This is an optimization exercise on Yosys and OpenROAD, whose aim is small area, a short achievable clock period and few clock cycles per item, not a production implementation. At most, simulation tests tie the RTL to the original design; equivalence was not proved. No functional check of the RTL was part of run 1.

==> flow/design.v (outline; a module is shown in full before it is edited, if it fits) <==
// module mult32x32_fast: 1862 lines
// module mfa: 4 lines
// module mha: 4 lines
// module mpg: 4 lines
// module mgpa: 4 lines
// module mgpb: 4 lines
// module mga: 3 lines
// module mgb: 3 lines
// module mencm: 10 lines
// module mencm0: 9 lines
// module mmx: 3 lines
// module menc: 4 lines
// module mbpp: 3 lines
module mult32x32_fast (
    input logic clk,
    input logic reset,
    input logic start,
    input logic [31:0] a,
    input logic [31:0] b,
    output logic busy,
    output logic [63:0] product
);
  // ...
==> flow/flow/run.sh <==
#!/bin/bash
# Own layout flow: the standard synthesis and layout (standard.sh), with two changes:
#  - before floorplanning, every combinational cell of the synthesized netlist is set to
#    the smallest drive strength of its footprint (flow/resize.py); registers are untouched,
#    and the layout's repair steps size cells up again where needed;
#  - ports are buffered with buf_2 instead of the default port buffer.
# Each tool's output goes to a log file in this folder.
set -euo pipefail
R=orfs/results/sky130hd/mult32x32_fast/base
export BUFFER_PORTS_ARGS="-buffer_cell sky130_fd_sc_hd__buf_2"
bash standard.sh synth > synth.log 2>&1
python3 flow/resize.py "$FLOW_HOME/platforms/sky130hd/lib/sky130_fd_sc_hd__tt_025C_1v80.lib" $R/1_2_yosys.v > resize.log 2>&1
touch $R/1_2_yosys.v
bash standard.sh > layout.log 2>&1
==> flow/flow/resize.py <==
#!/usr/bin/env python3
"""Set every combinational cell of the synthesized netlist to the smallest cell of its
footprint (the same function and pins, the lowest drive strength). Flip-flops, latches and
tie cells are left as synthesis made them. The layout's own repair steps size cells up
again where slew, capacitance or timing need it.
usage: resize.py LIBERTY NETLIST"""
import re, sys, collections
lib, path = sys.argv[1], sys.argv[2]
area, foot, seq = {}, {}, set()
cur = None
for line in open(lib):
    m = re.search(r'^\s*cell\s*\(\s*"?(sky130_fd_sc_hd__\w+)"?\s*\)', line)
    if m:
        cur = m.group(1); continue
    if cur is None:
        continue
    m = re.search(r'^\s*area\s*:\s*([\d.]+)', line)
    if m: area[cur] = float(m.group(1))
    m = re.search(r'cell_footprint\s*:\s*"([^"]+)"', line)
    if m: foot[cur] = m.group(1)
    if re.search(r'^\s*(ff|latch|statetable)\s*\(', line): seq.add(cur)
best = {}
for c, f in foot.items():
    if c in seq or "lpflow" in c or "probe" in c or c not in area:
        continue
    if f not in best or area[c] < area[best[f]]:
        best[f] = c
text = open(path).read()
used = collections.Counter(re.findall(r'^\s*(sky130_fd_sc_hd__\w+)\s', text, re.M))
for c, n in sorted(used.items()):
    if c in seq or c not in foot or "conb" in c:
        continue
    b = best.get(foot[c])
    if b and b != c and area[b] < area[c]:
        text = re.sub(r'(^\s*)%s(\s)' % c, r'\g<1>%s\g<2>' % b, text, flags=re.M)
        print(f"{c} -> {b}: {n}")
open(path, "w").write(text)
==> flow/standard.sh <==
#!/bin/bash
# synth_recipe.tcl (not shown) runs the flow's synth.tcl, then flattens the netlist and writes it again
# the make line also repeats each setting of config.mk as NAME=value (left out here)
make -C /OpenROAD-flow-scripts/flow DESIGN_CONFIG=/design/flow/config.mk WORK_HOME=/design/flow/orfs CLKGATE_MAP_FILE= SYNTH_SCRIPT=/design/flow/synth_recipe.tcl "${@:-finish}"
==> flow/config.mk <==
export PLATFORM = sky130hd
export DESIGN_NAME = mult32x32_fast
export DESIGN_NICKNAME = mult32x32_fast
export VERILOG_FILES = /design/flow/design.v
export SDC_FILE = /design/flow/constraint.sdc
export NUM_CORES = 4
export LEC_CHECK = 0
export CAP_MARGIN = 20
export CORE_MARGIN = 2
export CORE_UTILIZATION = 40
export SLEW_MARGIN = 20
export SYNTH_HIERARCHICAL = 1
export SYNTH_MINIMUM_KEEP_SIZE = 0
==> flow/constraint.sdc <==
create_clock -name core_clock -period 10.0 [get_ports {clk}]
set_input_delay 2.0000 -clock core_clock [delete_from_list [all_inputs] [get_ports {clk}]]
set_output_delay 2.0000 -clock core_clock [all_outputs]
set_load 0.01 [all_outputs]
==> results.toml, run 1 <==
[job]
maxCapViolCount = 0

[critical_path]
cp_slowest_cell = "a31oi_1"
crit_end = "H[36]$_DFFE_PP_"
r2r-start = "busy$_DFF_PP0_"

[sta]
clock_skew_ns = 0.02243
final_hold_viol_count = 0
slew_violations = 0
fmax_mhz = 118.8
max_slew.worst_pin.slew_ns = 1.181

[finish]
design_area_um2 = 18580
clkbuf_count = 10
drive_gt1_share_pct = 9.478
nMultiInputCombCells = 1508
top_regs = "H x48, L x16"
fin_cells = 2397
num-nonclk-inverters = 115

[route]
wl_met2_mm = 26.61
wl_per_cell_um = 22.77
first_pass_iters = 5
route.met3.wl_mm = 2.966
drt_iter0_drc = 1365
viasPerCell = 5.778

[place]
dp_slack_ns = 1.218
place.gp.congestion = 0.8917
postPlaceCellArea_um2 = 18250

[floorplanning]
rows = 75

[worst_hold_path]
worstHoldEndpoint = "L[13]$_DFFE_PP_"

[global_route]
met2_usage_pct = 43.11
use_met1_pct = 33.12

[clock_tree]
htree_num_levels = 3
ctsHoldBuffers = 0

[outcome]
outcome = "complete, no violations"

[synthesis]
synth_fp_nets = 2095
==> run 2: changes to the inputs <==
--- a/flow/design.v
+++ b/flow/design.v
@@ -1283,380 +1283,380 @@
 mpg upg45 (.x(ra[45]), .y(rb[45]), .g(ag45), .p(ap45));
 wire ag46, ap46;
 mpg upg46 (.x(ra[46]), .y(rb[46]), .g(ag46), .p(ap46));
 wire ag47, ap47;
 mpg upg47 (.x(ra[47]), .y(rb[47]), .g(ag47), .p(ap47));
 wire g1_0 = ~ag0;
 wire g1_1;
 mga ug1_1 (.gi(ag1), .pi(ap1), .gj(ag0), .g(g1_1));
-wire g1_2 = ~ag2;
-wire p1_2 = ~ap2;
+wire g1_2, p1_2;
+mgpa ugp1_2 (.gi(ag2), .pi(ap2), .gj(ag1), .pj(ap1), .g(g1_2), .p(p1_2));
 wire g1_3, p1_3;
 mgpa ugp1_3 (.gi(ag3), .pi(ap3), .gj(ag2), .pj(ap2), .g(g1_3), .p(p1_3));
-wire g1_4 = ~ag4;
-wire p1_4 = ~ap4;
+wire g1_4, p1_4;
+mgpa ugp1_4 (.gi(ag4), .pi(ap4), .gj(ag3), .pj(ap3), .g(g1_4), .p(p1_4));
 wire g1_5, p1_5;
 mgpa ugp1_5 (.gi(ag5), .pi(ap5), .gj(ag4), .pj(ap4), .g(g1_5), .p(p1_5));
-wire g1_6 = ~ag6;
-wire p1_6 = ~ap6;
+wire g1_6, p1_6;
+mgpa ugp1_6 (.gi(ag6), .pi(ap6), .gj(ag5), .pj(ap5), .g(g1_6), .p(p1_6));
 wire g1_7, p1_7;
 mgpa ugp1_7 (.gi(ag7), .pi(ap7), .gj(ag6), .pj(ap6), .g(g1_7), .p(p1_7));
-wire g1_8 = ~ag8;
-wire p1_8 = ~ap8;
+wire g1_8, p1_8;
+mgpa ugp1_8 (.gi(ag8), .pi(ap8), .gj(ag7), .pj(ap7), .g(g1_8), .p(p1_8));
 wire g1_9, p1_9;
 mgpa ugp1_9 (.gi(ag9), .pi(ap9), .gj(ag8), .pj(ap8), .g(g1_9), .p(p1_9));
-wire g1_10 = ~ag10;
-wire p1_10 = ~ap10;
+wire g1_10, p1_10;
+mgpa ugp1_10 (.gi(ag10), .pi(ap10), .gj(ag9), .pj(ap9), .g(g1_10), .p(p1_10));
 wire g1_11, p1_11;
 mgpa ugp1_11 (.gi(ag11), .pi(ap11), .gj(ag10), .pj(ap10), .g(g1_11), .p(p1_11));
-wire g1_12 = ~ag12;
-wire p1_12 = ~ap12;
+wire g1_12, p1_12;
+mgpa ugp1_12 (.gi(ag12), .pi(ap12), .gj(ag11), .pj(ap11), .g(g1_12), .p(p1_12));
 wire g1_13, p1_13;
 mgpa ugp1_13 (.gi(ag13), .pi(ap13), .gj(ag12), .pj(ap12), .g(g1_13), .p(p1_13));
-wire g1_14 = ~ag14;
-wire p1_14 = ~ap14;
+wire g1_14, p1_14;
+mgpa ugp1_14 (.gi(ag14), .pi(ap14), .gj(ag13), .pj(ap13), .g(g1_14), .p(p1_14));
 wire g1_15, p1_15;
 mgpa ugp1_15 (.gi(ag15), .pi(ap15), .gj(ag14), .pj(ap14), .g(g1_15), .p(p1_15));
-wire g1_16 = ~ag16;
-wire p1_16 = ~ap16;
+wire g1_16, p1_16;
+mgpa ugp1_16 (.gi(ag16), .pi(ap16), .gj(ag15), .pj(ap15), .g(g1_16), .p(p1_16));
 wire g1_17, p1_17;
 mgpa ugp1_17 (.gi(ag17), .pi(ap17), .gj(ag16), .pj(ap16), .g(g1_17), .p(p1_17));
-wire g1_18 = ~ag18;
-wire p1_18 = ~ap18;
+wire g1_18, p1_18;
+mgpa ugp1_18 (.gi(ag18), .pi(ap18), .gj(ag17), .pj(ap17), .g(g1_18), .p(p1_18));
 wire g1_19, p1_19;
 mgpa ugp1_19 (.gi(ag19), .pi(ap19), .gj(ag18), .pj(ap18), .g(g1_19), .p(p1_19));
-wire g1_20 = ~ag20;
-wire p1_20 = ~ap20;
+wire g1_20, p1_20;
+mgpa ugp1_20 (.gi(ag20), .pi(ap20), .gj(ag19), .pj(ap19), .g(g1_20), .p(p1_20));
 wire g1_21, p1_21;
 mgpa ugp1_21 (.gi(ag21), .pi(ap21), .gj(ag20), .pj(ap20), .g(g1_21), .p(p1_21));
-wire g1_22 = ~ag22;
-wire p1_22 = ~ap22;
+wire g1_22, p1_22;
+mgpa ugp1_22 (.gi(ag22), .pi(ap22), .gj(ag21), .pj(ap21), .g(g1_22), .p(p1_22));
 wire g1_23, p1_23;
 mgpa ugp1_23 (.gi(ag23), .pi(ap23), .gj(ag22), .pj(ap22), .g(g1_23), .p(p1_23));
-wire g1_24 = ~ag24;
-wire p1_24 = ~ap24;
+wire g1_24, p1_24;
+mgpa ugp1_24 (.gi(ag24), .pi(ap24), .gj(ag23), .pj(ap23), .g(g1_24), .p(p1_24));
 wire g1_25, p1_25;
 mgpa ugp1_25 (.gi(ag25), .pi(ap25), .gj(ag24), .pj(ap24), .g(g1_25), .p(p1_25));
-wire g1_26 = ~ag26;
-wire p1_26 = ~ap26;
+wire g1_26, p1_26;
+mgpa ugp1_26 (.gi(ag26), .pi(ap26), .gj(ag25), .pj(ap25), .g(g1_26), .p(p1_26));
 wire g1_27, p1_27;
 mgpa ugp1_27 (.gi(ag27), .pi(ap27), .gj(ag26), .pj(ap26), .g(g1_27), .p(p1_27));
-wire g1_28 = ~ag28;
-wire p1_28 = ~ap28;
+wire g1_28, p1_28;
+mgpa ugp1_28 (.gi(ag28), .pi(ap28), .gj(ag27), .pj(ap27), .g(g1_28), .p(p1_28));
 wire g1_29, p1_29;
 mgpa ugp1_29 (.gi(ag29), .pi(ap29), .gj(ag28), .pj(ap28), .g(g1_29), .p(p1_29));
-wire g1_30 = ~ag30;
-wire p1_30 = ~ap30;
+wire g1_30, p1_30;
+mgpa ugp1_30 (.gi(ag30), .pi(ap30), .gj(ag29), .pj(ap29), .g(g1_30), .p(p1_30));
 wire g1_31, p1_31;
 mgpa ugp1_31 (.gi(ag31), .pi(ap31), .gj(ag30), .pj(ap30), .g(g1_31), .p(p1_31));
-wire g1_32 = ~ag32;
-wire p1_32 = ~ap32;
+wire g1_32, p1_32;
+mgpa ugp1_32 (.gi(ag32), .pi(ap32), .gj(ag31), .pj(ap31), .g(g1_32), .p(p1_32));
 wire g1_33, p1_33;
 mgpa ugp1_33 (.gi(ag33), .pi(ap33), .gj(ag32), .pj(ap32), .g(g1_33), .p(p1_33));
-wire g1_34 = ~ag34;
-wire p1_34 = ~ap34;
+wire g1_34, p1_34;
+mgpa ugp1_34 (.gi(ag34), .pi(ap34), .gj(ag33), .pj(ap33), .g(g1_34), .p(p1_34));
 wire g1_35, p1_35;
 mgpa ugp1_35 (.gi(ag35), .pi(ap35), .gj(ag34), .pj(ap34), .g(g1_35), .p(p1_35));
-wire g1_36 = ~ag36;
-wire p1_36 = ~ap36;
+wire g1_36, p1_36;
+mgpa ugp1_36 (.gi(ag36), .pi(ap36), .gj(ag35), .pj(ap35), .g(g1_36), .p(p1_36));
 wire g1_37, p1_37;
 mgpa ugp1_37 (.gi(ag37), .pi(ap37), .gj(ag36), .pj(ap36), .g(g1_37), .p(p1_37));
-wire g1_38 = ~ag38;
-wire p1_38 = ~ap38;
+wire g1_38, p1_38;
+mgpa ugp1_38 (.gi(ag38), .pi(ap38), .gj(ag37), .pj(ap37), .g(g1_38), .p(p1_38));
 wire g1_39, p1_39;
 mgpa ugp1_39 (.gi(ag39), .pi(ap39), .gj(ag38), .pj(ap38), .g(g1_39), .p(p1_39));
-wire g1_40 = ~ag40;
-wire p1_40 = ~ap40;
+wire g1_40, p1_40;
+mgpa ugp1_40 (.gi(ag40), .pi(ap40), .gj(ag39), .pj(ap39), .g(g1_40), .p(p1_40));
 wire g1_41, p1_41;
 mgpa ugp1_41 (.gi(ag41), .pi(ap41), .gj(ag40), .pj(ap40), .g(g1_41), .p(p1_41));
-wire g1_42 = ~ag42;
-wire p1_42 = ~ap42;
+wire g1_42, p1_42;
+mgpa ugp1_42 (.gi(ag42), .pi(ap42), .gj(ag41), .pj(ap41), .g(g1_42), .p(p1_42));
 wire g1_43, p1_43;
 mgpa ugp1_43 (.gi(ag43), .pi(ap43), .gj(ag42), .pj(ap42), .g(g1_43), .p(p1_43));
-wire g1_44 = ~ag44;
-wire p1_44 = ~ap44;
+wire g1_44, p1_44;
+mgpa ugp1_44 (.gi(ag44), .pi(ap44), .gj(ag43), .pj(ap43), .g(g1_44), .p(p1_44));
 wire g1_45, p1_45;
 mgpa ugp1_45 (.gi(ag45), .pi(ap45), .gj(ag44), .pj(ap44), .g(g1_45), .p(p1_45));
-wire g1_46 = ~ag46;
-wire p1_46 = ~ap46;
+wire g1_46, p1_46;
+mgpa ugp1_46 (.gi(ag46), .pi(ap46), .gj(ag45), .pj(ap45), .g(g1_46), .p(p1_46));
 wire g1_47, p1_47;
 mgpa ugp1_47 (.gi(ag47), .pi(ap47), .gj(ag46), .pj(ap46), .g(g1_47), .p(p1_47));
 wire g2_0 = ~g1_0;
 wire g2_1 = ~g1_1;
 wire g2_2;
-mgb ug2_2 (.gi(g1_2), .pi(p1_2), .gj(g1_1), .g(g2_2));
+mgb ug2_2 (.gi(g1_2), .pi(p1_2), .gj(g1_0), .g(g2_2));
 wire g2_3;
 mgb ug2_3 (.gi(g1_3), .pi(p1_3), .gj(g1_1), .g(g2_3));
-wire g2_4 = ~g1_4;
-wire p2_4 = ~p1_4;
-wire g2_5 = ~g1_5;
-wire p2_5 = ~p1_5;
+wire g2_4, p2_4;
+mgpb ugp2_4 (.gi(g1_4), .pi(p1_4), .gj(g1_2), .pj(p1_2), .g(g2_4), .p(p2_4));
+wire g2_5, p2_5;
+mgpb ugp2_5 (.gi(g1_5), .pi(p1_5), .gj(g1_3), .pj(p1_3), .g(g2_5), .p(p2_5));
 wire g2_6, p2_6;
-mgpb ugp2_6 (.gi(g1_6), .pi(p1_6), .gj(g1_5), .pj(p1_5), .g(g2_6), .p(p2_6));
+mgpb ugp2_6 (.gi(g1_6), .pi(p1_6), .gj(g1_4), .pj(p1_4), .g(g2_6), .p(p2_6));
 wire g2_7, p2_7;
 mgpb ugp2_7 (.gi(g1_7), .pi(p1_7), .gj(g1_5), .pj(p1_5), .g(g2_7), .p(p2_7));
-wire g2_8 = ~g1_8;
-wire p2_8 = ~p1_8;
-wire g2_9 = ~g1_9;
-wire p2_9 = ~p1_9;
+wire g2_8, p2_8;
+mgpb ugp2_8 (.gi(g1_8), .pi(p1_8), .gj(g1_6), .pj(p1_6), .g(g2_8), .p(p2_8));
+wire g2_9, p2_9;
+mgpb ugp2_9 (.gi(g1_9), .pi(p1_9), .gj(g1_7), .pj(p1_7), .g(g2_9), .p(p2_9));
 wire g2_10, p2_10;
-mgpb ugp2_10 (.gi(g1_10), .pi(p1_10), .gj(g1_9), .pj(p1_9), .g(g2_10), .p(p2_10));
+mgpb ugp2_10 (.gi(g1_10), .pi(p1_10), .gj(g1_8), .pj(p1_8), .g(g2_10), .p(p2_10));
 wire g2_11, p2_11;
 mgpb ugp2_11 (.gi(g1_11), .pi(p1_11), .gj(g1_9), .pj(p1_9), .g(g2_11), .p(p2_11));
-wire g2_12 = ~g1_12;
-wire p2_12 = ~p1_12;
-wire g2_13 = ~g1_13;
-wire p2_13 = ~p1_13;
+wire g2_12, p2_12;
+mgpb ugp2_12 (.gi(g1_12), .pi(p1_12), .gj(g1_10), .pj(p1_10), .g(g2_12), .p(p2_12));
+wire g2_13, p2_13;
+mgpb ugp2_13 (.gi(g1_13), .pi(p1_13), .gj(g1_11), .pj(p1_11), .g(g2_13), .p(p2_13));
 wire g2_14, p2_14;
-mgpb ugp2_14 (.gi(g1_14), .pi(p1_14), .gj(g1_13), .pj(p1_13), .g(g2_14), .p(p2_14));
+mgpb ugp2_14 (.gi(g1_14), .pi(p1_14), .gj(g1_12), .pj(p1_12), .g(g2_14), .p(p2_14));
 wire g2_15, p2_15;
 mgpb ugp2_15 (.gi(g1_15), .pi(p1_15), .gj(g1_13), .pj(p1_13), .g(g2_15), .p(p2_15));
-wire g2_16 = ~g1_16;
-wire p2_16 = ~p1_16;
-wire g2_17 = ~g1_17;
-wire p2_17 = ~p1_17;
+wire g2_16, p2_16;
+mgpb ugp2_16 (.gi(g1_16), .pi(p1_16), .gj(g1_14), .pj(p1_14), .g(g2_16), .p(p2_16));
+wire g2_17, p2_17;
+mgpb ugp2_17 (.gi(g1_17), .pi(p1_17), .gj(g1_15), .pj(p1_15), .g(g2_17), .p(p2_17));
 wire g2_18, p2_18;
-mgpb ugp2_18 (.gi(g1_18), .pi(p1_18), .gj(g1_17), .pj(p1_17), .g(g2_18), .p(p2_18));
+mgpb ugp2_18 (.gi(g1_18), .pi(p1_18), .gj(g1_16), .pj(p1_16), .g(g2_18), .p(p2_18));
 wire g2_19, p2_19;
 mgpb ugp2_19 (.gi(g1_19), .pi(p1_19), .gj(g1_17), .pj(p1_17), .g(g2_19), .p(p2_19));
-wire g2_20 = ~g1_20;
-wire p2_20 = ~p1_20;
-wire g2_21 = ~g1_21;
-wire p2_21 = ~p1_21;
+wire g2_20, p2_20;
+mgpb ugp2_20 (.gi(g1_20), .pi(p1_20), .gj(g1_18), .pj(p1_18), .g(g2_20), .p(p2_20));
+wire g2_21, p2_21;
+mgpb ugp2_21 (.gi(g1_21), .pi(p1_21), .gj(g1_19), .pj(p1_19), .g(g2_21), .p(p2_21));
 wire g2_22, p2_22;
-mgpb ugp2_22 (.gi(g1_22), .pi(p1_22), .gj(g1_21), .pj(p1_21), .g(g2_22), .p(p2_22));
+mgpb ugp2_22 (.gi(g1_22), .pi(p1_22), .gj(g1_20), .pj(p1_20), .g(g2_22), .p(p2_22));
 wire g2_23, p2_23;
 mgpb ugp2_23 (.gi(g1_23), .pi(p1_23), .gj(g1_21), .pj(p1_21), .g(g2_23), .p(p2_23));
-wire g2_24 = ~g1_24;
-wire p2_24 = ~p1_24;
-wire g2_25 = ~g1_25;
-wire p2_25 = ~p1_25;
+wire g2_24, p2_24;
+mgpb ugp2_24 (.gi(g1_24), .pi(p1_24), .gj(g1_22), .pj(p1_22), .g(g2_24), .p(p2_24));
+wire g2_25, p2_25;
+mgpb ugp2_25 (.gi(g1_25), .pi(p1_25), .gj(g1_23), .pj(p1_23), .g(g2_25), .p(p2_25));
 wire g2_26, p2_26;
-mgpb ugp2_26 (.gi(g1_26), .pi(p1_26), .gj(g1_25), .pj(p1_25), .g(g2_26), .p(p2_26));
+mgpb ugp2_26 (.gi(g1_26), .pi(p1_26), .gj(g1_24), .pj(p1_24), .g(g2_26), .p(p2_26));
 wire g2_27, p2_27;
 mgpb ugp2_27 (.gi(g1_27), .pi(p1_27), .gj(g1_25), .pj(p1_25), .g(g2_27), .p(p2_27));
-wire g2_28 = ~g1_28;
-wire p2_28 = ~p1_28;
-wire g2_29 = ~g1_29;
-wire p2_29 = ~p1_29;
+wire g2_28, p2_28;
+mgpb ugp2_28 (.gi(g1_28), .pi(p1_28), .gj(g1_26), .pj(p1_26), .g(g2_28), .p(p2_28));
+wire g2_29, p2_29;
+mgpb ugp2_29 (.gi(g1_29), .pi(p1_29), .gj(g1_27), .pj(p1_27), .g(g2_29), .p(p2_29));
 wire g2_30, p2_30;
-mgpb ugp2_30 (.gi(g1_30), .pi(p1_30), .gj(g1_29), .pj(p1_29), .g(g2_30), .p(p2_30));
+mgpb ugp2_30 (.gi(g1_30), .pi(p1_30), .gj(g1_28), .pj(p1_28), .g(g2_30), .p(p2_30));
 wire g2_31, p2_31;
 mgpb ugp2_31 (.gi(g1_31), .pi(p1_31), .gj(g1_29), .pj(p1_29), .g(g2_31), .p(p2_31));
-wire g2_32 = ~g1_32;
-wire p2_32 = ~p1_32;
-wire g2_33 = ~g1_33;
-wire p2_33 = ~p1_33;
+wire g2_32, p2_32;
+mgpb ugp2_32 (.gi(g1_32), .pi(p1_32), .gj(g1_30), .pj(p1_30), .g(g2_32), .p(p2_32));
+wire g2_33, p2_33;
+mgpb ugp2_33 (.gi(g1_33), .pi(p1_33), .gj(g1_31), .pj(p1_31), .g(g2_33), .p(p2_33));
 wire g2_34, p2_34;
-mgpb ugp2_34 (.gi(g1_34), .pi(p1_34), .gj(g1_33), .pj(p1_33), .g(g2_34), .p(p2_34));
+mgpb ugp2_34 (.gi(g1_34), .pi(p1_34), .gj(g1_32), .pj(p1_32), .g(g2_34), .p(p2_34));
 wire g2_35, p2_35;
 mgpb ugp2_35 (.gi(g1_35), .pi(p1_35), .gj(g1_33), .pj(p1_33), .g(g2_35), .p(p2_35));
-wire g2_36 = ~g1_36;
-wire p2_36 = ~p1_36;
-wire g2_37 = ~g1_37;
-wire p2_37 = ~p1_37;
+wire g2_36, p2_36;
+mgpb ugp2_36 (.gi(g1_36), .pi(p1_36), .gj(g1_34), .pj(p1_34), .g(g2_36), .p(p2_36));
+wire g2_37, p2_37;
+mgpb ugp2_37 (.gi(g1_37), .pi(p1_37), .gj(g1_35), .pj(p1_35), .g(g2_37), .p(p2_37));
 wire g2_38, p2_38;
-mgpb ugp2_38 (.gi(g1_38), .pi(p1_38), .gj(g1_37), .pj(p1_37), .g(g2_38), .p(p2_38));
+mgpb ugp2_38 (.gi(g1_38), .pi(p1_38), .gj(g1_36), .pj(p1_36), .g(g2_38), .p(p2_38));
 wire g2_39, p2_39;
 mgpb ugp2_39 (.gi(g1_39), .pi(p1_39), .gj(g1_37), .pj(p1_37), .g(g2_39), .p(p2_39));
-wire g2_40 = ~g1_40;
-wire p2_40 = ~p1_40;
-wire g2_41 = ~g1_41;
-wire p2_41 = ~p1_41;
+wire g2_40, p2_40;
+mgpb ugp2_40 (.gi(g1_40), .pi(p1_40), .gj(g1_38), .pj(p1_38), .g(g2_40), .p(p2_40));
+wire g2_41, p2_41;
+mgpb ugp2_41 (.gi(g1_41), .pi(p1_41), .gj(g1_39), .pj(p1_39), .g(g2_41), .p(p2_41));
 wire g2_42, p2_42;
-mgpb ugp2_42 (.gi(g1_42), .pi(p1_42), .gj(g1_41), .pj(p1_41), .g(g2_42), .p(p2_42));
+mgpb ugp2_42 (.gi(g1_42), .pi(p1_42), .gj(g1_40), .pj(p1_40), .g(g2_42), .p(p2_42));
 wire g2_43, p2_43;
 mgpb ugp2_43 (.gi(g1_43), .pi(p1_43), .gj(g1_41), .pj(p1_41), .g(g2_43), .p(p2_43));
-wire g2_44 = ~g1_44;
-wire p2_44 = ~p1_44;
-wire g2_45 = ~g1_45;
-wire p2_45 = ~p1_45;
+wire g2_44, p2_44;
+mgpb ugp2_44 (.gi(g1_44), .pi(p1_44), .gj(g1_42), .pj(p1_42), .g(g2_44), .p(p2_44));
+wire g2_45, p2_45;
+mgpb ugp2_45 (.gi(g1_45), .pi(p1_45), .gj(g1_43), .pj(p1_43), .g(g2_45), .p(p2_45));
 wire g2_46, p2_46;
-mgpb ugp2_46 (.gi(g1_46), .pi(p1_46), .gj(g1_45), .pj(p1_45), .g(g2_46), .p(p2_46));
+mgpb ugp2_46 (.gi(g1_46), .pi(p1_46), .gj(g1_44), .pj(p1_44), .g(g2_46), .p(p2_46));
 wire g2_47, p2_47;
 mgpb ugp2_47 (.gi(g1_47), .pi(p1_47), .gj(g1_45), .pj(p1_45), .g(g2_47), .p(p2_47));
 wire g3_0 = ~g2_0;
 wire g3_1 = ~g2_1;
 wire g3_2 = ~g2_2;
 wire g3_3 = ~g2_3;
 wire g3_4;
-mga ug3_4 (.gi(g2_4), .pi(p2_4), .gj(g2_3), .g(g3_4));
+mga ug3_4 (.gi(g2_4), .pi(p2_4), .gj(g2_0), .g(g3_4));
 wire g3_5;
-mga ug3_5 (.gi(g2_5), .pi(p2_5), .gj(g2_3), .g(g3_5));
+mga ug3_5 (.gi(g2_5), .pi(p2_5), .gj(g2_1), .g(g3_5));
 wire g3_6;
-mga ug3_6 (.gi(g2_6), .pi(p2_6), .gj(g2_3), .g(g3_6));
+mga ug3_6 (.gi(g2_6), .pi(p2_6), .gj(g2_2), .g(g3_6));
 wire g3_7;
 mga ug3_7 (.gi(g2_7), .pi(p2_7), .gj(g2_3), .g(g3_7));
-wire g3_8 = ~g2_8;
-wire p3_8 = ~p2_8;
-wire g3_9 = ~g2_9;
-wire p3_9 = ~p2_9;
-wire g3_10 = ~g2_10;
-wire p3_10 = ~p2_10;
-wire g3_11 = ~g2_11;
-wire p3_11 = ~p2_11;
+wire g3_8, p3_8;
+mgpa ugp3_8 (.gi(g2_8), .pi(p2_8), .gj(g2_4), .pj(p2_4), .g(g3_8), .p(p3_8));
+wire g3_9, p3_9;
+mgpa ugp3_9 (.gi(g2_9), .pi(p2_9), .gj(g2_5), .pj(p2_5), .g(g3_9), .p(p3_9));
+wire g3_10, p3_10;
+mgpa ugp3_10 (.gi(g2_10), .pi(p2_10), .gj(g2_6), .pj(p2_6), .g(g3_10), .p(p3_10));
+wire g3_11, p3_11;
+mgpa ugp3_11 (.gi(g2_11), .pi(p2_11), .gj(g2_7), .pj(p2_7), .g(g3_11), .p(p3_11));
 wire g3_12, p3_12;
-mgpa ugp3_12 (.gi(g2_12), .pi(p2_12), .gj(g2_11), .pj(p2_11), .g(g3_12), .p(p3_12));
+mgpa ugp3_12 (.gi(g2_12), .pi(p2_12), .gj(g2_8), .pj(p2_8), .g(g3_12), .p(p3_12));
 wire g3_13, p3_13;
-mgpa ugp3_13 (.gi(g2_13), .pi(p2_13), .gj(g2_11), .pj(p2_11), .g(g3_13), .p(p3_13));
+mgpa ugp3_13 (.gi(g2_13), .pi(p2_13), .gj(g2_9), .pj(p2_9), .g(g3_13), .p(p3_13));
 wire g3_14, p3_14;
-mgpa ugp3_14 (.gi(g2_14), .pi(p2_14), .gj(g2_11), .pj(p2_11), .g(g3_14), .p(p3_14));
+mgpa ugp3_14 (.gi(g2_14), .pi(p2_14), .gj(g2_10), .pj(p2_10), .g(g3_14), .p(p3_14));
 wire g3_15, p3_15;
 mgpa ugp3_15 (.gi(g2_15), .pi(p2_15), .gj(g2_11), .pj(p2_11), .g(g3_15), .p(p3_15));
-wire g3_16 = ~g2_16;
-wire p3_16 = ~p2_16;
-wire g3_17 = ~g2_17;
-wire p3_17 = ~p2_17;
-wire g3_18 = ~g2_18;
-wire p3_18 = ~p2_18;
-wire g3_19 = ~g2_19;
-wire p3_19 = ~p2_19;
+wire g3_16, p3_16;
+mgpa ugp3_16 (.gi(g2_16), .pi(p2_16), .gj(g2_12), .pj(p2_12), .g(g3_16), .p(p3_16));
+wire g3_17, p3_17;
+mgpa ugp3_17 (.gi(g2_17), .pi(p2_17), .gj(g2_13), .pj(p2_13), .g(g3_17), .p(p3_17));
+wire g3_18, p3_18;
+mgpa ugp3_18 (.gi(g2_18), .pi(p2_18), .gj(g2_14), .pj(p2_14), .g(g3_18), .p(p3_18));
+wire g3_19, p3_19;
+mgpa ugp3_19 (.gi(g2_19), .pi(p2_19), .gj(g2_15), .pj(p2_15), .g(g3_19), .p(p3_19));
 wire g3_20, p3_20;
-mgpa ugp3_20 (.gi(g2_20), .pi(p2_20), .gj(g2_19), .pj(p2_19), .g(g3_20), .p(p3_20));
+mgpa ugp3_20 (.gi(g2_20), .pi(p2_20), .gj(g2_16), .pj(p2_16), .g(g3_20), .p(p3_20));
 wire g3_21, p3_21;
-mgpa ugp3_21 (.gi(g2_21), .pi(p2_21), .gj(g2_19), .pj(p2_19), .g(g3_21), .p(p3_21));
+mgpa ugp3_21 (.gi(g2_21), .pi(p2_21), .gj(g2_17), .pj(p2_17), .g(g3_21), .p(p3_21));
 wire g3_22, p3_22;
-mgpa ugp3_22 (.gi(g2_22), .pi(p2_22), .gj(g2_19), .pj(p2_19), .g(g3_22), .p(p3_22));
+mgpa ugp3_22 (.gi(g2_22), .pi(p2_22), .gj(g2_18), .pj(p2_18), .g(g3_22), .p(p3_22));
 wire g3_23, p3_23;
 mgpa ugp3_23 (.gi(g2_23), .pi(p2_23), .gj(g2_19), .pj(p2_19), .g(g3_23), .p(p3_23));
-wire g3_24 = ~g2_24;
-wire p3_24 = ~p2_24;
-wire g3_25 = ~g2_25;
-wire p3_25 = ~p2_25;
-wire g3_26 = ~g2_26;
-wire p3_26 = ~p2_26;
-wire g3_27 = ~g2_27;
-wire p3_27 = ~p2_27;
+wire g3_24, p3_24;
+mgpa ugp3_24 (.gi(g2_24), .pi(p2_24), .gj(g2_20), .pj(p2_20), .g(g3_24), .p(p3_24));
+wire g3_25, p3_25;
+mgpa ugp3_25 (.gi(g2_25), .pi(p2_25), .gj(g2_21), .pj(p2_21), .g(g3_25), .p(p3_25));
+wire g3_26, p3_26;
+mgpa ugp3_26 (.gi(g2_26), .pi(p2_26), .gj(g2_22), .pj(p2_22), .g(g3_26), .p(p3_26));
+wire g3_27, p3_27;
+mgpa ugp3_27 (.gi(g2_27), .pi(p2_27), .gj(g2_23), .pj(p2_23), .g(g3_27), .p(p3_27));
 wire g3_28, p3_28;
-mgpa ugp3_28 (.gi(g2_28), .pi(p2_28), .gj(g2_27), .pj(p2_27), .g(g3_28), .p(p3_28));
+mgpa ugp3_28 (.gi(g2_28), .pi(p2_28), .gj(g2_24), .pj(p2_24), .g(g3_28), .p(p3_28));
 wire g3_29, p3_29;
-mgpa ugp3_29 (.gi(g2_29), .pi(p2_29), .gj(g2_27), .pj(p2_27), .g(g3_29), .p(p3_29));
+mgpa ugp3_29 (.gi(g2_29), .pi(p2_29), .gj(g2_25), .pj(p2_25), .g(g3_29), .p(p3_29));
 wire g3_30, p3_30;
-mgpa ugp3_30 (.gi(g2_30), .pi(p2_30), .gj(g2_27), .pj(p2_27), .g(g3_30), .p(p3_30));
+mgpa ugp3_30 (.gi(g2_30), .pi(p2_30), .gj(g2_26), .pj(p2_26), .g(g3_30), .p(p3_30));
 wire g3_31, p3_31;
 mgpa ugp3_31 (.gi(g2_31), .pi(p2_31), .gj(g2_27), .pj(p2_27), .g(g3_31), .p(p3_31));
-wire g3_32 = ~g2_32;
-wire p3_32 = ~p2_32;
-wire g3_33 = ~g2_33;
-wire p3_33 = ~p2_33;
-wire g3_34 = ~g2_34;
-wire p3_34 = ~p2_34;
-wire g3_35 = ~g2_35;
-wire p3_35 = ~p2_35;
+wire g3_32, p3_32;
+mgpa ugp3_32 (.gi(g2_32), .pi(p2_32), .gj(g2_28), .pj(p2_28), .g(g3_32), .p(p3_32));
+wire g3_33, p3_33;
+mgpa ugp3_33 (.gi(g2_33), .pi(p2_33), .gj(g2_29), .pj(p2_29), .g(g3_33), .p(p3_33));
+wire g3_34, p3_34;
+mgpa ugp3_34 (.gi(g2_34), .pi(p2_34), .gj(g2_30), .pj(p2_30), .g(g3_34), .p(p3_34));
+wire g3_35, p3_35;
+mgpa ugp3_35 (.gi(g2_35), .pi(p2_35), .gj(g2_31), .pj(p2_31), .g(g3_35), .p(p3_35));
 wire g3_36, p3_36;
-mgpa ugp3_36 (.gi(g2_36), .pi(p2_36), .gj(g2_35), .pj(p2_35), .g(g3_36), .p(p3_36));
+mgpa ugp3_36 (.gi(g2_36), .pi(p2_36), .gj(g2_32), .pj(p2_32), .g(g3_36), .p(p3_36));
 wire g3_37, p3_37;
-mgpa ugp3_37 (.gi(g2_37), .pi(p2_37), .gj(g2_35), .pj(p2_35), .g(g3_37), .p(p3_37));
+mgpa ugp3_37 (.gi(g2_37), .pi(p2_37), .gj(g2_33), .pj(p2_33), .g(g3_37), .p(p3_37));
 wire g3_38, p3_38;
-mgpa ugp3_38 (.gi(g2_38), .pi(p2_38), .gj(g2_35), .pj(p2_35), .g(g3_38), .p(p3_38));
+mgpa ugp3_38 (.gi(g2_38), .pi(p2_38), .gj(g2_34), .pj(p2_34), .g(g3_38), .p(p3_38));
 wire g3_39, p3_39;
 mgpa ugp3_39 (.gi(g2_39), .pi(p2_39), .gj(g2_35), .pj(p2_35), .g(g3_39), .p(p3_39));
-wire g3_40 = ~g2_40;
-wire p3_40 = ~p2_40;
-wire g3_41 = ~g2_41;
-wire p3_41 = ~p2_41;
-wire g3_42 = ~g2_42;
-wire p3_42 = ~p2_42;
-wire g3_43 = ~g2_43;
-wire p3_43 = ~p2_43;
+wire g3_40, p3_40;
+mgpa ugp3_40 (.gi(g2_40), .pi(p2_40), .gj(g2_36), .pj(p2_36), .g(g3_40), .p(p3_40));
+wire g3_41, p3_41;
+mgpa ugp3_41 (.gi(g2_41), .pi(p2_41), .gj(g2_37), .pj(p2_37), .g(g3_41), .p(p3_41));
+wire g3_42, p3_42;
+mgpa ugp3_42 (.gi(g2_42), .pi(p2_42), .gj(g2_38), .pj(p2_38), .g(g3_42), .p(p3_42));
+wire g3_43, p3_43;
+mgpa ugp3_43 (.gi(g2_43), .pi(p2_43), .gj(g2_39), .pj(p2_39), .g(g3_43), .p(p3_43));
 wire g3_44, p3_44;
-mgpa ugp3_44 (.gi(g2_44), .pi(p2_44), .gj(g2_43), .pj(p2_43), .g(g3_44), .p(p3_44));
+mgpa ugp3_44 (.gi(g2_44), .pi(p2_44), .gj(g2_40), .pj(p2_40), .g(g3_44), .p(p3_44));
 wire g3_45, p3_45;
-mgpa ugp3_45 (.gi(g2_45), .pi(p2_45), .gj(g2_43), .pj(p2_43), .g(g3_45), .p(p3_45));
+mgpa ugp3_45 (.gi(g2_45), .pi(p2_45), .gj(g2_41), .pj(p2_41), .g(g3_45), .p(p3_45));
 wire g3_46, p3_46;
-mgpa ugp3_46 (.gi(g2_46), .pi(p2_46), .gj(g2_43), .pj(p2_43), .g(g3_46), .p(p3_46));
+mgpa ugp3_46 (.gi(g2_46), .pi(p2_46), .gj(g2_42), .pj(p2_42), .g(g3_46), .p(p3_46));
 wire g3_47, p3_47;
 mgpa ugp3_47 (.gi(g2_47), .pi(p2_47), .gj(g2_43), .pj(p2_43), .g(g3_47), .p(p3_47));
 wire g4_0 = ~g3_0;
 wire g4_1 = ~g3_1;
 wire g4_2 = ~g3_2;
 wire g4_3 = ~g3_3;
 wire g4_4 = ~g3_4;
 wire g4_5 = ~g3_5;
 wire g4_6 = ~g3_6;
 wire g4_7 = ~g3_7;
 wire g4_8;
-mgb ug4_8 (.gi(g3_8), .pi(p3_8), .gj(g3_7), .g(g4_8));
+mgb ug4_8 (.gi(g3_8), .pi(p3_8), .gj(g3_0), .g(g4_8));
 wire g4_9;
-mgb ug4_9 (.gi(g3_9), .pi(p3_9), .gj(g3_7), .g(g4_9));
+mgb ug4_9 (.gi(g3_9), .pi(p3_9), .gj(g3_1), .g(g4_9));
 wire g4_10;
-mgb ug4_10 (.gi(g3_10), .pi(p3_10), .gj(g3_7), .g(g4_10));
+mgb ug4_10 (.gi(g3_10), .pi(p3_10), .gj(g3_2), .g(g4_10));
 wire g4_11;
-mgb ug4_11 (.gi(g3_11), .pi(p3_11), .gj(g3_7), .g(g4_11));
+mgb ug4_11 (.gi(g3_11), .pi(p3_11), .gj(g3_3), .g(g4_11));
 wire g4_12;
-mgb ug4_12 (.gi(g3_12), .pi(p3_12), .gj(g3_7), .g(g4_12));
+mgb ug4_12 (.gi(g3_12), .pi(p3_12), .gj(g3_4), .g(g4_12));
 wire g4_13;
-mgb ug4_13 (.gi(g3_13), .pi(p3_13), .gj(g3_7), .g(g4_13));
+mgb ug4_13 (.gi(g3_13), .pi(p3_13), .gj(g3_5), .g(g4_13));
 wire g4_14;
-mgb ug4_14 (.gi(g3_14), .pi(p3_14), .gj(g3_7), .g(g4_14));
+mgb ug4_14 (.gi(g3_14), .pi(p3_14), .gj(g3_6), .g(g4_14));
 wire g4_15;
 mgb ug4_15 (.gi(g3_15), .pi(p3_15), .gj(g3_7), .g(g4_15));
-wire g4_16 = ~g3_16;
-wire p4_16 = ~p3_16;
-wire g4_17 = ~g3_17;
-wire p4_17 = ~p3_17;
-wire g4_18 = ~g3_18;
-wire p4_18 = ~p3_18;
-wire g4_19 = ~g3_19;
-wire p4_19 = ~p3_19;
-wire g4_20 = ~g3_20;
-wire p4_20 = ~p3_20;
-wire g4_21 = ~g3_21;
-wire p4_21 = ~p3_21;
-wire g4_22 = ~g3_22;
-wire p4_22 = ~p3_22;
-wire g4_23 = ~g3_23;
-wire p4_23 = ~p3_23;
+wire g4_16, p4_16;
+mgpb ugp4_16 (.gi(g3_16), .pi(p3_16), .gj(g3_8), .pj(p3_8), .g(g4_16), .p(p4_16));
+wire g4_17, p4_17;
+mgpb ugp4_17 (.gi(g3_17), .pi(p3_17), .gj(g3_9), .pj(p3_9), .g(g4_17), .p(p4_17));
+wire g4_18, p4_18;
+mgpb ugp4_18 (.gi(g3_18), .pi(p3_18), .gj(g3_10), .pj(p3_10), .g(g4_18), .p(p4_18));
+wire g4_19, p4_19;
+mgpb ugp4_19 (.gi(g3_19), .pi(p3_19), .gj(g3_11), .pj(p3_11), .g(g4_19), .p(p4_19));
+wire g4_20, p4_20;
+mgpb ugp4_20 (.gi(g3_20), .pi(p3_20), .gj(g3_12), .pj(p3_12), .g(g4_20), .p(p4_20));
+wire g4_21, p4_21;
+mgpb ugp4_21 (.gi(g3_21), .pi(p3_21), .gj(g3_13), .pj(p3_13), .g(g4_21), .p(p4_21));
+wire g4_22, p4_22;
+mgpb ugp4_22 (.gi(g3_22), .pi(p3_22), .gj(g3_14), .pj(p3_14), .g(g4_22), .p(p4_22));
+wire g4_23, p4_23;
+mgpb ugp4_23 (.gi(g3_23), .pi(p3_23), .gj(g3_15), .pj(p3_15), .g(g4_23), .p(p4_23));
 wire g4_24, p4_24;
-mgpb ugp4_24 (.gi(g3_24), .pi(p3_24), .gj(g3_23), .pj(p3_23), .g(g4_24), .p(p4_24));
+mgpb ugp4_24 (.gi(g3_24), .pi(p3_24), .gj(g3_16), .pj(p3_16), .g(g4_24), .p(p4_24));
 wire g4_25, p4_25;
-mgpb ugp4_25 (.gi(g3_25), .pi(p3_25), .gj(g3_23), .pj(p3_23), .g(g4_25), .p(p4_25));
+mgpb ugp4_25 (.gi(g3_25), .pi(p3_25), .gj(g3_17), .pj(p3_17), .g(g4_25), .p(p4_25));
 wire g4_26, p4_26;
-mgpb ugp4_26 (.gi(g3_26), .pi(p3_26), .gj(g3_23), .pj(p3_23), .g(g4_26), .p(p4_26));
+mgpb ugp4_26 (.gi(g3_26), .pi(p3_26), .gj(g3_18), .pj(p3_18), .g(g4_26), .p(p4_26));
 wire g4_27, p4_27;
-mgpb ugp4_27 (.gi(g3_27), .pi(p3_27), .gj(g3_23), .pj(p3_23), .g(g4_27), .p(p4_27));
+mgpb ugp4_27 (.gi(g3_27), .pi(p3_27), .gj(g3_19), .pj(p3_19), .g(g4_27), .p(p4_27));
 wire g4_28, p4_28;
-mgpb ugp4_28 (.gi(g3_28), .pi(p3_28), .gj(g3_23), .pj(p3_23), .g(g4_28), .p(p4_28));
+mgpb ugp4_28 (.gi(g3_28), .pi(p3_28), .gj(g3_20), .pj(p3_20), .g(g4_28), .p(p4_28));
 wire g4_29, p4_29;
-mgpb ugp4_29 (.gi(g3_29), .pi(p3_29), .gj(g3_23), .pj(p3_23), .g(g4_29), .p(p4_29));
+mgpb ugp4_29 (.gi(g3_29), .pi(p3_29), .gj(g3_21), .pj(p3_21), .g(g4_29), .p(p4_29));
 wire g4_30, p4_30;
-mgpb ugp4_30 (.gi(g3_30), .pi(p3_30), .gj(g3_23), .pj(p3_23), .g(g4_30), .p(p4_30));
+mgpb ugp4_30 (.gi(g3_30), .pi(p3_30), .gj(g3_22), .pj(p3_22), .g(g4_30), .p(p4_30));
 wire g4_31, p4_31;
 mgpb ugp4_31 (.gi(g3_31), .pi(p3_31), .gj(g3_23), .pj(p3_23), .g(g4_31), .p(p4_31));
-wire g4_32 = ~g3_32;
-wire p4_32 = ~p3_32;
-wire g4_33 = ~g3_33;
-wire p4_33 = ~p3_33;
-wire g4_34 = ~g3_34;
-wire p4_34 = ~p3_34;
-wire g4_35 = ~g3_35;
-wire p4_35 = ~p3_35;
-wire g4_36 = ~g3_36;
-wire p4_36 = ~p3_36;
-wire g4_37 = ~g3_37;
-wire p4_37 = ~p3_37;
-wire g4_38 = ~g3_38;
-wire p4_38 = ~p3_38;
-wire g4_39 = ~g3_39;
-wire p4_39 = ~p3_39;
+wire g4_32, p4_32;
+mgpb ugp4_32 (.gi(g3_32), .pi(p3_32), .gj(g3_24), .pj(p3_24), .g(g4_32), .p(p4_32));
+wire g4_33, p4_33;
+mgpb ugp4_33 (.gi(g3_33), .pi(p3_33), .gj(g3_25), .pj(p3_25), .g(g4_33), .p(p4_33));
+wire g4_34, p4_34;
+mgpb ugp4_34 (.gi(g3_34), .pi(p3_34), .gj(g3_26), .pj(p3_26), .g(g4_34), .p(p4_34));
+wire g4_35, p4_35;
+mgpb ugp4_35 (.gi(g3_35), .pi(p3_35), .gj(g3_27), .pj(p3_27), .g(g4_35), .p(p4_35));
+wire g4_36, p4_36;
+mgpb ugp4_36 (.gi(g3_36), .pi(p3_36), .gj(g3_28), .pj(p3_28), .g(g4_36), .p(p4_36));
+wire g4_37, p4_37;
+mgpb ugp4_37 (.gi(g3_37), .pi(p3_37), .gj(g3_29), .pj(p3_29), .g(g4_37), .p(p4_37));
+wire g4_38, p4_38;
+mgpb ugp4_38 (.gi(g3_38), .pi(p3_38), .gj(g3_30), .pj(p3_30), .g(g4_38), .p(p4_38));
+wire g4_39, p4_39;
+mgpb ugp4_39 (.gi(g3_39), .pi(p3_39), .gj(g3_31), .pj(p3_31), .g(g4_39), .p(p4_39));
 wire g4_40, p4_40;
-mgpb ugp4_40 (.gi(g3_40), .pi(p3_40), .gj(g3_39), .pj(p3_39), .g(g4_40), .p(p4_40));
+mgpb ugp4_40 (.gi(g3_40), .pi(p3_40), .gj(g3_32), .pj(p3_32), .g(g4_40), .p(p4_40));
 wire g4_41, p4_41;
-mgpb ugp4_41 (.gi(g3_41), .pi(p3_41), .gj(g3_39), .pj(p3_39), .g(g4_41), .p(p4_41));
+mgpb ugp4_41 (.gi(g3_41), .pi(p3_41), .gj(g3_33), .pj(p3_33), .g(g4_41), .p(p4_41));
 wire g4_42, p4_42;
-mgpb ugp4_42 (.gi(g3_42), .pi(p3_42), .gj(g3_39), .pj(p3_39), .g(g4_42), .p(p4_42));
+mgpb ugp4_42 (.gi(g3_42), .pi(p3_42), .gj(g3_34), .pj(p3_34), .g(g4_42), .p(p4_42));
 wire g4_43, p4_43;
-mgpb ugp4_43 (.gi(g3_43), .pi(p3_43), .gj(g3_39), .pj(p3_39), .g(g4_43), .p(p4_43));
+mgpb ugp4_43 (.gi(g3_43), .pi(p3_43), .gj(g3_35), .pj(p3_35), .g(g4_43), .p(p4_43));
 wire g4_44, p4_44;
-mgpb ugp4_44 (.gi(g3_44), .pi(p3_44), .gj(g3_39), .pj(p3_39), .g(g4_44), .p(p4_44));
+mgpb ugp4_44 (.gi(g3_44), .pi(p3_44), .gj(g3_36), .pj(p3_36), .g(g4_44), .p(p4_44));
 wire g4_45, p4_45;
-mgpb ugp4_45 (.gi(g3_45), .pi(p3_45), .gj(g3_39), .pj(p3_39), .g(g4_45), .p(p4_45));
+mgpb ugp4_45 (.gi(g3_45), .pi(p3_45), .gj(g3_37), .pj(p3_37), .g(g4_45), .p(p4_45));
 wire g4_46, p4_46;
-mgpb ugp4_46 (.gi(g3_46), .pi(p3_46), .gj(g3_39), .pj(p3_39), .g(g4_46), .p(p4_46));
+mgpb ugp4_46 (.gi(g3_46), .pi(p3_46), .gj(g3_38), .pj(p3_38), .g(g4_46), .p(p4_46));
 wire g4_47, p4_47;
 mgpb ugp4_47 (.gi(g3_47), .pi(p3_47), .gj(g3_39), .pj(p3_39), .g(g4_47), .p(p4_47));
 wire g5_0 = ~g4_0;
 wire g5_1 = ~g4_1;
 wire g5_2 = ~g4_2;
 wire g5_3 = ~g4_3;
 wire g5_4 = ~g4_4;
 wire g5_5 = ~g4_5;
@@ -1666,79 +1666,79 @@
 wire g5_9 = ~g4_9;
 wire g5_10 = ~g4_10;
 wire g5_11 = ~g4_11;
 wire g5_12 = ~g4_12;
 wire g5_13 = ~g4_13;
 wire g5_14 = ~g4_14;
 wire g5_15 = ~g4_15;
 wire g5_16;
-mga ug5_16 (.gi(g4_16), .pi(p4_16), .gj(g4_15), .g(g5_16));
+mga ug5_16 (.gi(g4_16), .pi(p4_16), .gj(g4_0), .g(g5_16));
 wire g5_17;
-mga ug5_17 (.gi(g4_17), .pi(p4_17), .gj(g4_15), .g(g5_17));
+mga ug5_17 (.gi(g4_17), .pi(p4_17), .gj(g4_1), .g(g5_17));
 wire g5_18;
-mga ug5_18 (.gi(g4_18), .pi(p4_18), .gj(g4_15), .g(g5_18));
+mga ug5_18 (.gi(g4_18), .pi(p4_18), .gj(g4_2), .g(g5_18));
 wire g5_19;
-mga ug5_19 (.gi(g4_19), .pi(p4_19), .gj(g4_15), .g(g5_19));
+mga ug5_19 (.gi(g4_19), .pi(p4_19), .gj(g4_3), .g(g5_19));
 wire g5_20;
-mga ug5_20 (.gi(g4_20), .pi(p4_20), .gj(g4_15), .g(g5_20));
+mga ug5_20 (.gi(g4_20), .pi(p4_20), .gj(g4_4), .g(g5_20));
 wire g5_21;
-mga ug5_21 (.gi(g4_21), .pi(p4_21), .gj(g4_15), .g(g5_21));
+mga ug5_21 (.gi(g4_21), .pi(p4_21), .gj(g4_5), .g(g5_21));
 wire g5_22;
-mga ug5_22 (.gi(g4_22), .pi(p4_22), .gj(g4_15), .g(g5_22));
+mga ug5_22 (.gi(g4_22), .pi(p4_22), .gj(g4_6), .g(g5_22));
 wire g5_23;
-mga ug5_23 (.gi(g4_23), .pi(p4_23), .gj(g4_15), .g(g5_23));
+mga ug5_23 (.gi(g4_23), .pi(p4_23), .gj(g4_7), .g(g5_23));
 wire g5_24;
-mga ug5_24 (.gi(g4_24), .pi(p4_24), .gj(g4_15), .g(g5_24));
+mga ug5_24 (.gi(g4_24), .pi(p4_24), .gj(g4_8), .g(g5_24));
 wire g5_25;
-mga ug5_25 (.gi(g4_25), .pi(p4_25), .gj(g4_15), .g(g5_25));
+mga ug5_25 (.gi(g4_25), .pi(p4_25), .gj(g4_9), .g(g5_25));
 wire g5_26;
-mga ug5_26 (.gi(g4_26), .pi(p4_26), .gj(g4_15), .g(g5_26));
+mga ug5_26 (.gi(g4_26), .pi(p4_26), .gj(g4_10), .g(g5_26));
 wire g5_27;
-mga ug5_27 (.gi(g4_27), .pi(p4_27), .gj(g4_15), .g(g5_27));
+mga ug5_27 (.gi(g4_27), .pi(p4_27), .gj(g4_11), .g(g5_27));
 wire g5_28;
-mga ug5_28 (.gi(g4_28), .pi(p4_28), .gj(g4_15), .g(g5_28));
+mga ug5_28 (.gi(g4_28), .pi(p4_28), .gj(g4_12), .g(g5_28));
 wire g5_29;
-mga ug5_29 (.gi(g4_29), .pi(p4_29), .gj(g4_15), .g(g5_29));
+mga ug5_29 (.gi(g4_29), .pi(p4_29), .gj(g4_13), .g(g5_29));
 wire g5_30;
-mga ug5_30 (.gi(g4_30), .pi(p4_30), .gj(g4_15), .g(g5_30));
+mga ug5_30 (.gi(g4_30), .pi(p4_30), .gj(g4_14), .g(g5_30));
 wire g5_31;
 mga ug5_31 (.gi(g4_31), .pi(p4_31), .gj(g4_15), .g(g5_31));
-wire g5_32 = ~g4_32;
-wire p5_32 = ~p4_32;
-wire g5_33 = ~g4_33;
-wire p5_33 = ~p4_33;
-wire g5_34 = ~g4_34;
-wire p5_34 = ~p4_34;
-wire g5_35 = ~g4_35;
-wire p5_35 = ~p4_35;
-wire g5_36 = ~g4_36;
-wire p5_36 = ~p4_36;
-wire g5_37 = ~g4_37;
-wire p5_37 = ~p4_37;
-wire g5_38 = ~g4_38;
-wire p5_38 = ~p4_38;
-wire g5_39 = ~g4_39;
-wire p5_39 = ~p4_39;
-wire g5_40 = ~g4_40;
-wire p5_40 = ~p4_40;
-wire g5_41 = ~g4_41;
-wire p5_41 = ~p4_41;
-wire g5_42 = ~g4_42;
-wire p5_42 = ~p4_42;
-wire g5_43 = ~g4_43;
-wire p5_43 = ~p4_43;
-wire g5_44 = ~g4_44;
-wire p5_44 = ~p4_44;
-wire g5_45 = ~g4_45;
-wire p5_45 = ~p4_45;
-wire g5_46 = ~g4_46;
-wire p5_46 = ~p4_46;
-wire g5_47 = ~g4_47;
-wire p5_47 = ~p4_47;
+wire g5_32, p5_32;
+mgpa ugp5_32 (.gi(g4_32), .pi(p4_32), .gj(g4_16), .pj(p4_16), .g(g5_32), .p(p5_32));
+wire g5_33, p5_33;
+mgpa ugp5_33 (.gi(g4_33), .pi(p4_33), .gj(g4_17), .pj(p4_17), .g(g5_33), .p(p5_33));
+wire g5_34, p5_34;
+mgpa ugp5_34 (.gi(g4_34), .pi(p4_34), .gj(g4_18), .pj(p4_18), .g(g5_34), .p(p5_34));
+wire g5_35, p5_35;
+mgpa ugp5_35 (.gi(g4_35), .pi(p4_35), .gj(g4_19), .pj(p4_19), .g(g5_35), .p(p5_35));
+wire g5_36, p5_36;
+mgpa ugp5_36 (.gi(g4_36), .pi(p4_36), .gj(g4_20), .pj(p4_20), .g(g5_36), .p(p5_36));
+wire g5_37, p5_37;
+mgpa ugp5_37 (.gi(g4_37), .pi(p4_37), .gj(g4_21), .pj(p4_21), .g(g5_37), .p(p5_37));
+wire g5_38, p5_38;
+mgpa ugp5_38 (.gi(g4_38), .pi(p4_38), .gj(g4_22), .pj(p4_22), .g(g5_38), .p(p5_38));
+wire g5_39, p5_39;
+mgpa ugp5_39 (.gi(g4_39), .pi(p4_39), .gj(g4_23), .pj(p4_23), .g(g5_39), .p(p5_39));
+wire g5_40, p5_40;
+mgpa ugp5_40 (.gi(g4_40), .pi(p4_40), .gj(g4_24), .pj(p4_24), .g(g5_40), .p(p5_40));
+wire g5_41, p5_41;
+mgpa ugp5_41 (.gi(g4_41), .pi(p4_41), .gj(g4_25), .pj(p4_25), .g(g5_41), .p(p5_41));
+wire g5_42, p5_42;
+mgpa ugp5_42 (.gi(g4_42), .pi(p4_42), .gj(g4_26), .pj(p4_26), .g(g5_42), .p(p5_42));
+wire g5_43, p5_43;
+mgpa ugp5_43 (.gi(g4_43), .pi(p4_43), .gj(g4_27), .pj(p4_27), .g(g5_43), .p(p5_43));
+wire g5_44, p5_44;
+mgpa ugp5_44 (.gi(g4_44), .pi(p4_44), .gj(g4_28), .pj(p4_28), .g(g5_44), .p(p5_44));
+wire g5_45, p5_45;
+mgpa ugp5_45 (.gi(g4_45), .pi(p4_45), .gj(g4_29), .pj(p4_29), .g(g5_45), .p(p5_45));
+wire g5_46, p5_46;
+mgpa ugp5_46 (.gi(g4_46), .pi(p4_46), .gj(g4_30), .pj(p4_30), .g(g5_46), .p(p5_46));
+wire g5_47, p5_47;
+mgpa ugp5_47 (.gi(g4_47), .pi(p4_47), .gj(g4_31), .pj(p4_31), .g(g5_47), .p(p5_47));
 wire g6_0 = ~g5_0;
 wire g6_1 = ~g5_1;
 wire g6_2 = ~g5_2;
 wire g6_3 = ~g5_3;
 wire g6_4 = ~g5_4;
 wire g6_5 = ~g5_5;
 wire g6_6 = ~g5_6;
 wire g6_7 = ~g5_7;
@@ -1762,47 +1762,47 @@
 wire g6_25 = ~g5_25;
 wire g6_26 = ~g5_26;
 wire g6_27 = ~g5_27;
 wire g6_28 = ~g5_28;
 wire g6_29 = ~g5_29;
 wire g6_30 = ~g5_30;
 wire g6_31 = ~g5_31;
 wire g6_32;
-mgb ug6_32 (.gi(g5_32), .pi(p5_32), .gj(g5_31), .g(g6_32));
+mgb ug6_32 (.gi(g5_32), .pi(p5_32), .gj(g5_0), .g(g6_32));
 wire g6_33;
-mgb ug6_33 (.gi(g5_33), .pi(p5_33), .gj(g5_31), .g(g6_33));
+mgb ug6_33 (.gi(g5_33), .pi(p5_33), .gj(g5_1), .g(g6_33));
 wire g6_34;
-mgb ug6_34 (.gi(g5_34), .pi(p5_34), .gj(g5_31), .g(g6_34));
+mgb ug6_34 (.gi(g5_34), .pi(p5_34), .gj(g5_2), .g(g6_34));
 wire g6_35;
-mgb ug6_35 (.gi(g5_35), .pi(p5_35), .gj(g5_31), .g(g6_35));
+mgb ug6_35 (.gi(g5_35), .pi(p5_35), .gj(g5_3), .g(g6_35));
 wire g6_36;
-mgb ug6_36 (.gi(g5_36), .pi(p5_36), .gj(g5_31), .g(g6_36));
+mgb ug6_36 (.gi(g5_36), .pi(p5_36), .gj(g5_4), .g(g6_36));
 wire g6_37;
-mgb ug6_37 (.gi(g5_37), .pi(p5_37), .gj(g5_31), .g(g6_37));
+mgb ug6_37 (.gi(g5_37), .pi(p5_37), .gj(g5_5), .g(g6_37));
 wire g6_38;
-mgb ug6_38 (.gi(g5_38), .pi(p5_38), .gj(g5_31), .g(g6_38));
+mgb ug6_38 (.gi(g5_38), .pi(p5_38), .gj(g5_6), .g(g6_38));
 wire g6_39;
-mgb ug6_39 (.gi(g5_39), .pi(p5_39), .gj(g5_31), .g(g6_39));
+mgb ug6_39 (.gi(g5_39), .pi(p5_39), .gj(g5_7), .g(g6_39));
 wire g6_40;
-mgb ug6_40 (.gi(g5_40), .pi(p5_40), .gj(g5_31), .g(g6_40));
+mgb ug6_40 (.gi(g5_40), .pi(p5_40), .gj(g5_8), .g(g6_40));
 wire g6_41;
-mgb ug6_41 (.gi(g5_41), .pi(p5_41), .gj(g5_31), .g(g6_41));
+mgb ug6_41 (.gi(g5_41), .pi(p5_41), .gj(g5_9), .g(g6_41));
 wire g6_42;
-mgb ug6_42 (.gi(g5_42), .pi(p5_42), .gj(g5_31), .g(g6_42));
+mgb ug6_42 (.gi(g5_42), .pi(p5_42), .gj(g5_10), .g(g6_42));
 wire g6_43;
-mgb ug6_43 (.gi(g5_43), .pi(p5_43), .gj(g5_31), .g(g6_43));
+mgb ug6_43 (.gi(g5_43), .pi(p5_43), .gj(g5_11), .g(g6_43));
 wire g6_44;
-mgb ug6_44 (.gi(g5_44), .pi(p5_44), .gj(g5_31), .g(g6_44));
+mgb ug6_44 (.gi(g5_44), .pi(p5_44), .gj(g5_12), .g(g6_44));
 wire g6_45;
-mgb ug6_45 (.gi(g5_45), .pi(p5_45), .gj(g5_31), .g(g6_45));
+mgb ug6_45 (.gi(g5_45), .pi(p5_45), .gj(g5_13), .g(g6_45));
 wire g6_46;
-mgb ug6_46 (.gi(g5_46), .pi(p5_46), .gj(g5_31), .g(g6_46));
+mgb ug6_46 (.gi(g5_46), .pi(p5_46), .gj(g5_14), .g(g6_46));
 wire g6_47;
-mgb ug6_47 (.gi(g5_47), .pi(p5_47), .gj(g5_31), .g(g6_47));
+mgb ug6_47 (.gi(g5_47), .pi(p5_47), .gj(g5_15), .g(g6_47));
 wire [47:0] sum;
 assign sum[0] = ap0 ^ 1'b0;
 assign sum[1] = ap1 ^ g6_0;
 assign sum[2] = ap2 ^ g6_1;
 assign sum[3] = ap3 ^ g6_2;
 assign sum[4] = ap4 ^ g6_3;
 assign sum[5] = ap5 ^ g6_4;
 assign sum[6] = ap6 ^ g6_5;
==> flow/config.mk (replaced) <==
export PLATFORM = sky130hd
export DESIGN_NAME = mult32x32_fast
export DESIGN_NICKNAME = mult32x32_fast
export VERILOG_FILES = /design/flow/design.v
export SDC_FILE = /design/flow/constraint.sdc
export NUM_CORES = 4
export LEC_CHECK = 0
export CAP_MARGIN = 20
export CORE_MARGIN = 2
export CORE_UTILIZATION = 40
export SETUP_SLACK_MARGIN = 2
export SLEW_MARGIN = 20
export SYNTH_HIERARCHICAL = 1
export SYNTH_MINIMUM_KEEP_SIZE = 0
==> results.toml, run 2 <==
[worst_hold_path]
worstHoldEndpoint = "L[10]$_DFFE_PP_"
hold_start = "H[10]$_DFFE_PP_"
timing.hold.worst_path_depth = 0
hold_class = "register to register"

[floorplanning]
die_h_um = 212.5
initial_utilization_pct = 40.45
coreArea_um2 = 42980
die_x_um = 212.5
io_pins = 132
die_area_um2 = 45140
rows = 76

[critical_path]
crit_required_ns = 10.09
r2r_setup_slack_ns = 2.57
crit_type = "input pin to register"
r2r-end = "H[39]$_DFFE_PP_"
critPathArrivalTime_ns = 7.88
r2r_cells = 16
r2r-start = "busy$_DFF_PP0_"
crit_path_max_fanout = 12
endpoint_kind = "register"
setup.worst_path.start_class = "input pin"

[place]
dp.cells = 2540
hpwl_mm = 49.94
place.port_buffers = 131
postPlaceCellArea_um2 = 18840
dp_slack_ns = 1.660
place.gp.congestion = 0.9801

[synthesis]
postSynthCellCount = 1824
syn-cell-area_um2 = 17380
synth_fp_nets = 2218
syn_area_per_cell_um2 = 9.531
yosysWarnings = 7

[global_route]
antenna_found_initial = 3
grt_use_met3_pct = 3.456
first_global_vias = 15650
use_met1_pct = 37.62
overflow = 0
met2_usage_pct = 47.48
grt_start_max_net_pins = 71
busiest_layer = "met2"
global_route.usage.total_pct = 28.52
grt_first_pass_wirelength_mm = 96.04

[finish]
multi_input_area_um2 = 15330
design_area_um2 = 19280
syn2layout_area_growth_pct = 10.90
largest_register_ffs = 48
drive_gt1_share_pct = 9.787
top_regs = "H x48, L x16"
n_antenna_cell = 0
fin_util_pct = 44.86
nNetsFinal = 2361
regMostFlops = "H"
fillCellCount = 4248
layout_commonest_cell = "xnor2_1"
ff_latch_area_um2 = 1981
layout_common_cells = "xnor2_1 (306), a22oi_1 (248), fa_1 (247)"
fin_cells = 2557

[sta]
fin_crit_sh_pct = 77.89
grt_setup_unrepaired = "true"
hold-worst-slack_ns = 0.4682
max-slew-margin-rel_pct = 25.49
slew_violations = 0
tns_ns = 0
final.setup.worst_slack_ns = 2.211
fmax_mhz = 128.4
setup_viol = 0
max_slew.worst_pin.slew_ns = 1.118
final_hold_viol_count = 0
clock_skew_ns = 0.01322
finalCriticalPeriod_ns = 7.789

[route]
viasPerCell = 6.066
final_antenna_net_count = 0
first_pass_iters = 8
drt_iter0_drc = 1538
wl_per_cell_um = 24.77
vias = 15510
routed_wl_mm = 63.35
route.detailed.drc = 0

[clock_tree]
cts_tree = "done"
clk_latency_ns = 0.35
clkTransAtPathRegs_ns = 0.06
ctsHoldBuffers = 0
cts_sinks = 66
cts_buffers = 9
cts-resized-gates = 0
clk_path_buf_depth = 2
root_buffer = "clkbuf_16"
post_cts_buffers = 0
htree_num_levels = 3

[job]
maxCapViolCount = 0

[outcome]
outcome = "complete, no violations"
-- run 2: worst max-delay path by stage --
stage / slack (ns) / from / to / depth (start not counted)
final: 2.21 / b[1] / H[34]$_DFFE_PP_ / 18
after global routing: 1.97 / b[3] / H[39]$_DFFE_PP_ / 18
after CTS: 2.02 / b[21] / H[27]$_DFFE_PP_ / 18
after detailed placement: 1.66 / b[21] / H[27]$_DFFE_PP_ / 18
after global placement: 1.70 / b[21] / H[39]$_DFFE_PP_ / 19
after floorplan: 2.15 / busy$_DFF_PP0_ / H[39]$_DFFE_PP_ / 16
-- run 2: area by class of cell --
class / count / area share [%]
repair buffers: 144 / 3.998
clock inverters: 7 / 0.3634
multi-input cells: 1700 / 79.51
well taps: 585 / 3.796
clock buffers: 9 / 1.168
flip-flops and latches: 66 / 10.27
inverters: 46 / 0.8956
-- run 2: worst max-delay path, cell delays in order --
cell and delay, ns:
buf_2 0.22, xnor2_1 0.12, o21ai_1 0.80, a22oi_1 0.26
xnor2_1 0.32, fa_1 0.49, fa_1 0.46, fa_1 0.46
fa_1 0.56, fa_1 0.44, ha_1 0.43, a21oi_1 0.21
o21ai_0 0.17, a21oi_1 0.28, o21ai_0 0.22, a21oi_1 0.14
o21ai_1 0.10, xor2_1 0.18
-- run 2: routing by layer --
layer	wire length [um]	up-vias
li1	-	6835
met1	26140	7762
met2	30020	786
met3	4599	127
met4	2586	0
met5	0	-
Testbench counts of run 2, summed over its fixed seeds: cycles 4,794, items 3,200.

-- port drivers added, routing unchanged --
The flow's constraints put no driver on any port. The routed layouts listed below were extracted and timed again, unchanged, in two steps.
Step 1 assumes that a clkbuf_16 drives the clock port and a buf_2 every other input.
Step 2 adds t to the input delays and takes it off the output delays; t is the mean of the earliest and latest rising clock arrival at the registers after step 1. Input paths then give back, and output paths get back, about the clock's delay inside the block.
Slacks: ideal / step 1 / step 2; pairs: ideal / step 1.
run | shift t [ns] | setup WS [ns] | slew at the worst register clock pin (ns)
run 1 | 0.393 | 1.583 / 1.612 / 1.219 | 0.07 / 0.07
run 2 | 0.400 | 2.211 / 2.243 / 1.844 | 0.07 / 0.07
After both steps every run listed still meets setup and hold. For run 2, which loses most, drivers alone change the setup slack by +0.032 ns; drivers and shift together by -0.367 ns.
